Context: an optimization exercise on an open-source flow, tuned for small area, a short achievable clock period and few clock cycles. The choices shown serve that exercise and are no tape-out recipe. Only simulation tests tie the RTL to the original design; equivalence was not proved. Power and IR drop assume default switching activity.

Design lm32_cpu, start of the top module:
module lm32_cpu (
    clk_i,
    rst_i,
    interrupt_n,
    I_DAT_I,
    I_ACK_I,
    I_ERR_I,
    I_RTY_I,
    D_DAT_I,
    D_ACK_I,
    D_ERR_I,
    D_RTY_I,
    I_DAT_O,
    I_ADR_O,
    I_CYC_O,
    I_SEL_O,
    I_STB_O,
    I_WE_O,
    I_CTI_O,
    I_LOCK_O,
    I_BTE_O,
    D_DAT_O,
    D_ADR_O,
    D_CYC_O,
    D_SEL_O,
    D_STB_O,
    D_WE_O,
    D_CTI_O,
    D_LOCK_O,
    D_BTE_O
    );
input clk_i;
input rst_i;
input [31:0] interrupt_n;
input [31:0] I_DAT_I;
input I_ACK_I;
input I_ERR_I;
input I_RTY_I;
input [31:0] D_DAT_I;
input D_ACK_I;
input D_ERR_I;
input D_RTY_I;
output [31:0] I_DAT_O;
output [31:0] I_ADR_O;
output I_CYC_O;
output [3:0] I_SEL_O;
output I_STB_O;
output I_WE_O;
output [2:0] I_CTI_O;
output I_LOCK_O;
output [1:0] I_BTE_O;
output [31:0] D_DAT_O;
output [31:0] D_ADR_O;
output D_CYC_O;
output [3:0] D_SEL_O;
output D_STB_O;
output D_WE_O;
output [2:0] D_CTI_O;
output D_LOCK_O;
output [1:0] D_BTE_O;
reg  [29:0] ifa;             
reg         ireq;            
reg         rpend;           
reg  [31:0] ir;
reg         d_valid;
reg  [29:0] pc_d;
reg         d_pred;          
reg         p_sei, p_hi, p_imm, p_sub, p_call;    
reg  [29:0] rtgt;            
reg         x_valid;
reg  [31:0] opr_a;           
reg  [31:0] opr_b;           
reg  [31:0] sdat;            
reg  [29:0] x_tgt;           
reg         x_sub;
reg  [3:0]  x_lop;
reg  [2:0]  x_cond;
reg         x_br;
reg         x_pred;
reg         x_ld;
reg         x_st;
reg  [1:0]  x_size;
reg         x_sign;
reg         x_we;
reg  [4:0]  x_wb;
reg  [2:0]  x_csr;
reg         x_wcsr;
reg         x_eret;
reg         x_scall;
reg         x_irq;
reg         x_div;
reg         x_mod;
reg         x_mul;
reg         x_s_csr, x_s_shift, x_s_sext, x_s_logic, x_s_cmp;
reg         x_r_mul, x_r_div, x_r_cmp, x_r_csr, x_r_shift, x_r_sext, x_r_logic, x_r_sum;
reg         m_valid;
reg  [31:0] m_adr;
reg  [31:0] m_dat;
reg  [3:0]  m_sel;
reg         m_we;
reg         m_ld;
reg  [4:0]  m_wb;
  ...
Size: ~8,600 cells after synthesis, about 1,600 flip-flops, about 260 I/O pins, roughly 0.092 mm² of cells after synthesis.
clock: 10.0 ns
lec_check: 0
cap_margin: 20
core_margin: 2
core_utilization: 40
cts_cluster_diameter: 100
cts_cluster_size: 20
place_density: 0.6
slew_margin: 20
standard.sh (not shown) runs the stock make flow with config.mk's settings and CLKGATE_MAP_FILE= SYNTH_SCRIPT=/design/flow/synth_recipe.tcl, a recipe that flattens the netlist after the stock synthesis.
==> flow/flow/run.sh <==
#!/bin/bash
set -euo pipefail
bash standard.sh SETUP_SLACK_MARGIN=6 finish > standard_flow.log 2>&1
Testbench counts at the start, summed over its fixed seeds: cycles 77,094.
Edit:
--- a/flow/design.v
+++ b/flow/design.v
@@ -357,34 +357,33 @@
 wire        d_step = x_valid & x_divm & d_run & !dz & !dsm & !x_last;
 wire [32:0] d8     = {1'b0, dp[23:0], opr_a[31:24]} + {1'b0, opr_b} + 33'd1;
 wire        d_skip = d_step & (drem >= 6'd9) & (dp[31:24] == 8'd0) & !d8[32];
 wire [31:0] div_r  = dsm ? (x_div ? 32'd0 : opr_a) : (x_div ? dq_n : dp_n);
 wire        x_w;
 wire        w_free;
 wire        x_div0  = x_divm & d_run & dz;
 wire        x_exc   = x_irq | x_scall | x_div0;
 wire [2:0]  x_eid   = x_irq ? 3'd6 : x_div0 ? 3'd5 : 3'd7;
 wire        redirect = x_valid & (x_exc | (x_br & (cond_met ^ x_pred))) & (!x_w | w_free);
 assign      x_w = (x_we & !x_ld) | x_exc;    
 wire [29:0] x_target = x_exc ? {eba, x_eid, 3'b000} : x_tgt;
-wire        x_nexc = !x_exc;
-wire [31:0] x_res = ({32{x_exc}} & {x_tgt, 2'b00})
-                  | ({32{x_r_mul & x_nexc}} & mul_r)
-                  | ({32{x_r_div & x_nexc}} & div_r)
-                  | {31'd0, x_r_cmp & x_nexc & cond_met}
-                  | ({32{x_r_csr & x_nexc}} & csr_r)
-                  | ({32{x_r_shift & x_nexc}} & shift_r)
-                  | ({32{x_r_sext & x_nexc}} & sext_r)
-                  | ({32{x_r_logic & x_nexc}} & logic_r)
-                  | ({32{x_r_sum & x_nexc}} & sum);
+wire [31:0] x_res = x_exc ? {x_tgt, 2'b00}
+                  : ({32{x_r_mul}} & mul_r)
+                  | ({32{x_r_div}} & div_r)
+                  | {31'd0, x_r_cmp & cond_met}
+                  | ({32{x_r_csr}} & csr_r)
+                  | ({32{x_r_shift}} & shift_r)
+                  | ({32{x_r_sext}} & sext_r)
+                  | ({32{x_r_logic}} & logic_r)
+                  | ({32{x_r_sum}} & sum);
 wire m_ack   = m_valid & D_ACK_I;
 wire ld_wr   = m_ack & m_ld;
 wire w_wr    = w_valid & !ld_wr;
 assign w_free = !w_valid | !ld_wr;
 wire m_free  = !m_valid | D_ACK_I;
 always @(posedge clk_i)
 begin
     if (ld_wr)
         rf[m_wb] <= ld_r;
     else if (w_valid)
         rf[w_wb] <= w_res;
 end
=>
- The new run produced a clean layout
- wire length decreases by 1.2%
- count of clock-buffer cells in the layout decreases by 5
- worst setup slack gains 0.039 ns
- power increases by 14%
- design area is about the same
- via count increases by 1.3%
- synthesized cell count increases by 0.57%
- die area increases by 0.32%
- global-route usage decreases by 0.68 points
- sequential cell count is unchanged
- sequential power increases by about 7%
- non-clock buffer count decreases by 11
Testbench counts after the change, summed over its fixed seeds: cycles 77,094.

==> separate check: timing with driven ports <==
The flow's constraints put no driver on any port. The routed layouts listed below were extracted and timed again, unchanged, in two steps.
Step 1: set_driving_cell puts a clkbuf_16 on clk_i and a buf_2 on each other input, an assumption about the parent block.
Step 2 times the ports against the registers' clock, not the clock port: input delays grow and output delays shrink by t, the midpoint of the rising clock arrivals with the driver on.
Three values: no drivers, after step 1, after step 2; two values: the first two.
run	t, ns	setup WS [ns]	slew at the worst register clock pin (ns)
the first run	0.923	5.753 / 5.753 / 5.081	0.10 / 0.10
the second run	0.898	5.792 / 5.792 / 4.941	0.11 / 0.11
After both steps setup and hold are still met in every run listed. The setup slack of the second run, which loses most, moves by 0.000 ns with the drivers and by -0.851 ns with both steps.
